Source: an optimization exercise on an open RTL-to-GDS flow (aim: small area, a short achievable clock period and few clock cycles per item). Production flows keep margins and buffers that such runs may drop.

Design axis_matmul2x2, start of the top module:
module axis_matmul2x2 #(parameter W = 14) (
    input                       clk             ,
    input                       rst             ,
    input                       s_axis_tvalid   ,
    input     [31 : 0]          s_axis_tdata    ,
    input                       s_axis_tlast    ,
    output                      s_axis_tready   ,
    output                      m_axis_tvalid   ,
    output    [31 : 0]          m_axis_tdata    ,
    output                      m_axis_tlast    ,
    input                       m_axis_tready
);
    wire [3:0] ia0 = s_axis_tdata[3:0];
    wire [3:0] ia1 = s_axis_tdata[11:8];
    wire [3:0] ib0 = s_axis_tdata[19:16];
    wire [3:0] ib1 = s_axis_tdata[27:24];
    reg       hv;
    reg [3:0] h_a00, h_a10, h_b00, h_b01;
    reg       mv, mrow;
    reg [3:0] ma0, ma1, p_a01;
    reg [3:0] mb00, mb01, mb10, mb11;
    reg       ov;
    reg [W-1:0] oc0, oc1;    
    wire out_free  = !ov || m_axis_tready;
    wire do_comp   = mv && out_free;
    wire comp_last = do_comp && !mrow;
    wire rdy_x = hv ? (!mv || (!mrow && !ov)) : (!mv || !mrow || !ov);
    wire rdy_y = !hv || !mrow;
    assign s_axis_tready = rdy_x || (rdy_y && m_axis_tready);
    wire s_fire = s_axis_tvalid && s_axis_tready;
    wire [W-1:0] dot0, dot1;
    dot4s u_d0(.a0(ma0), .b0(mb00), .a1(ma1), .b1(mb10), .p(dot0));
    dot4s u_d1(.a0(ma0), .b0(mb01), .a1(ma1), .b1(mb11), .p(dot1));
    wire [8:0] c0, c1;
    dotfin u_f0(.p(oc0), .y(c0));
  ...
Size in the first run: roughly 74 flip-flops, roughly 72 I/O pins, roughly 0.0042 mm2 of cells after synthesis.
==> flow/config.mk <==
export PLATFORM = sky130hd
export DESIGN_NAME = axis_matmul2x2
export DESIGN_NICKNAME = axis_matmul2x2
export VERILOG_FILES = /design/flow/design.v
export SDC_FILE = /design/flow/constraint.sdc
export NUM_CORES = 4
export LEC_CHECK = 0
export CAP_MARGIN = 20
export CORE_MARGIN = 2
export CORE_UTILIZATION = 40
export PLACE_DENSITY = 0.6
export SETUP_SLACK_MARGIN = 4.5
export SLEW_MARGIN = 20
==> flow/constraint.sdc <==
create_clock -name core_clock -period 7.5 [get_ports {clk}]
set_input_delay 1.5000 -clock core_clock [delete_from_list [all_inputs] [get_ports {clk}]]
set_output_delay 1.5000 -clock core_clock [all_outputs]
set_load 0.01 [all_outputs]
standard.sh (not shown) runs the stock make flow with config.mk's settings and CLKGATE_MAP_FILE= SYNTH_SCRIPT=/design/flow/synth_recipe.tcl, a recipe that flattens the netlist after the stock synthesis.
==> flow/flow/run.sh <==
#!/bin/bash
# Standard ORFS layout, with two changes:
#  - synthesis runs Yosys's synth without its internal ABC pass (SYNTH_ARGS=-noabc),
#    so the full-adder extraction sees the RTL's adder structure directly;
#    the final ABC mapping still runs as usual;
#  - every input and output port still gets its own buffer, but a buf_1
#    instead of the slow delay buffer buffer_ports picks by default.
set -euo pipefail
bash standard.sh SYNTH_ARGS=-noabc \
  "BUFFER_PORTS_ARGS=-buffer_cell sky130_fd_sc_hd__buf_1" \
  finish > make_finish.log 2>&1
The first run produced a clean layout.
Change:
--- a/flow/design.v
+++ b/flow/design.v
@@ -1,9 +1,9 @@
-module dot4s(input [3:0] a0, input [3:0] b0, input [3:0] a1, input [3:0] b1, output [13:0] p);
+module dot4s(input [3:0] a0, input [3:0] b0, input [3:0] a1, input [3:0] b1, output [12:0] p);
     wire pp0_00 = a0[0] & b0[0];
     wire pp0_01 = a0[0] & b0[1];
     wire pp0_02 = a0[0] & b0[2];
     wire pp0_03 = ~a0[0] | ~b0[3];
     wire pp0_10 = a0[1] & b0[0];
     wire pp0_11 = a0[1] & b0[1];
     wire pp0_12 = a0[1] & b0[2];
     wire pp0_13 = ~a0[1] | ~b0[3];
@@ -71,33 +71,35 @@
     wire s37 = c26 ^ s35;
     wire c38 = c26 & s35;
     wire s39 = pp0_23 ^ pp0_32 ^ pp1_23;
     wire c40 = (pp0_23 & pp0_32) | (pp0_23 & pp1_23) | (pp0_32 & pp1_23);
     wire s41 = pp1_32 ^ c28 ^ c30;
     wire c42 = (pp1_32 & c28) | (pp1_32 & c30) | (c28 & c30);
     wire s43 = s39 ^ c32 ^ s41;
     wire c44 = (s39 & c32) | (s39 & s41) | (c32 & s41);
-    wire s45 = c34 ^ s43;
-    wire c46 = c34 & s43;
-    wire s47 = pp0_23n ^ pp0_33 ^ pp1_33;
-    wire c48 = (pp0_23n & pp0_33) | (pp0_23n & pp1_33) | (pp0_33 & pp1_33);
-    wire s49 = c40 ^ s47 ^ c42;
-    wire c50 = (c40 & s47) | (c40 & c42) | (s47 & c42);
-    wire s51 = c44 ^ s49;
-    wire c52 = c44 & s49;
-    wire s53 = c48 ^ c50;
-    wire c54 = c48 & c50;
-    assign p = {s45, 1'b0, s53, s51, c38, c54, c52, c46, c36, s37, s25, s13, s5, s1};
+    wire s45 = c34 ^ s43 ^ c36;
+    wire c46 = (c34 & s43) | (c34 & c36) | (s43 & c36);
+    wire s47 = c38 ^ s45;
+    wire c48 = c38 & s45;
+    wire s49 = pp0_23n ^ pp0_33 ^ pp1_33;
+    wire c50 = (pp0_23n & pp0_33) | (pp0_23n & pp1_33) | (pp0_33 & pp1_33);
+    wire s51 = c40 ^ s49 ^ c42;
+    wire c52 = (c40 & s49) | (c40 & c42) | (s49 & c42);
+    wire s53 = c44 ^ s51;
+    wire c54 = c44 & s51;
+    wire s55 = c50 ^ c52;
+    wire c56 = c50 & c52;
+    assign p = {s53, 1'b0, s55, c48, c56, c54, c46, s47, s37, s25, s13, s5, s1};
 endmodule
-module dotfin(input [13:0] p, output [8:0] y);
-    wire [3:0] hi = p[8:5] + p[12:9] + p[13];
-    assign y = {~hi[3], hi[2:0], p[4:0]};
+module dotfin(input [12:0] p, output [8:0] y);
+    wire [2:0] hi = p[8:6] + p[11:9] + p[12];
+    assign y = {~hi[2], hi[1:0], p[5:0]};
 endmodule
-module axis_matmul2x2 #(parameter W = 14) (
+module axis_matmul2x2 #(parameter W = 13) (
     input                       clk             ,
     input                       rst             ,
     input                       s_axis_tvalid   ,
     input     [31 : 0]          s_axis_tdata    ,
     input                       s_axis_tlast    ,
     output                      s_axis_tready   ,
     output                      m_axis_tvalid   ,
     output    [31 : 0]          m_axis_tdata    ,
Outcome: Die area is lower by a few percent; setup slack gains 4.0 ps; global-route usage rises by 0.14 points; wire length is about the same; hold slack got worse by 3.8 ps; utilization climbs by 1.1 points; final area shrinks slightly; sequential share of layout area goes down by 0.61 points; via count went down by a few percent; cell count falls by a few percent.
No functional check of the RTL was part of any run of this note.

## port drivers added, routing unchanged
In the flow no input, the clock included, has a driving cell. The finished layouts below were timed again as built, in two steps. Step 1, drivers: a clkbuf_16 drives clk and a buf_2 each remaining input, both assumed. Step 2, shift: input delay + t, output delay - t, t = (earliest + latest rising clock arrival at the registers) / 2. This alone moves slack from input paths to output paths. Three values: ideal, step 1, step 2; two values: the first two.
| run | t (ns) | setup slack, ns | worst setup path at the end |
|---|---|---|---|
| the first run | 0.385 | 3.933 / 3.868 / 3.868 | input to output |
| the second run | 0.366 | 3.937 / 3.887 / 3.887 | input to output |
After both steps every run listed still meets setup and hold. For the first run, which loses most, drivers alone change the setup slack by -0.065 ns; drivers and shift together by -0.065 ns.
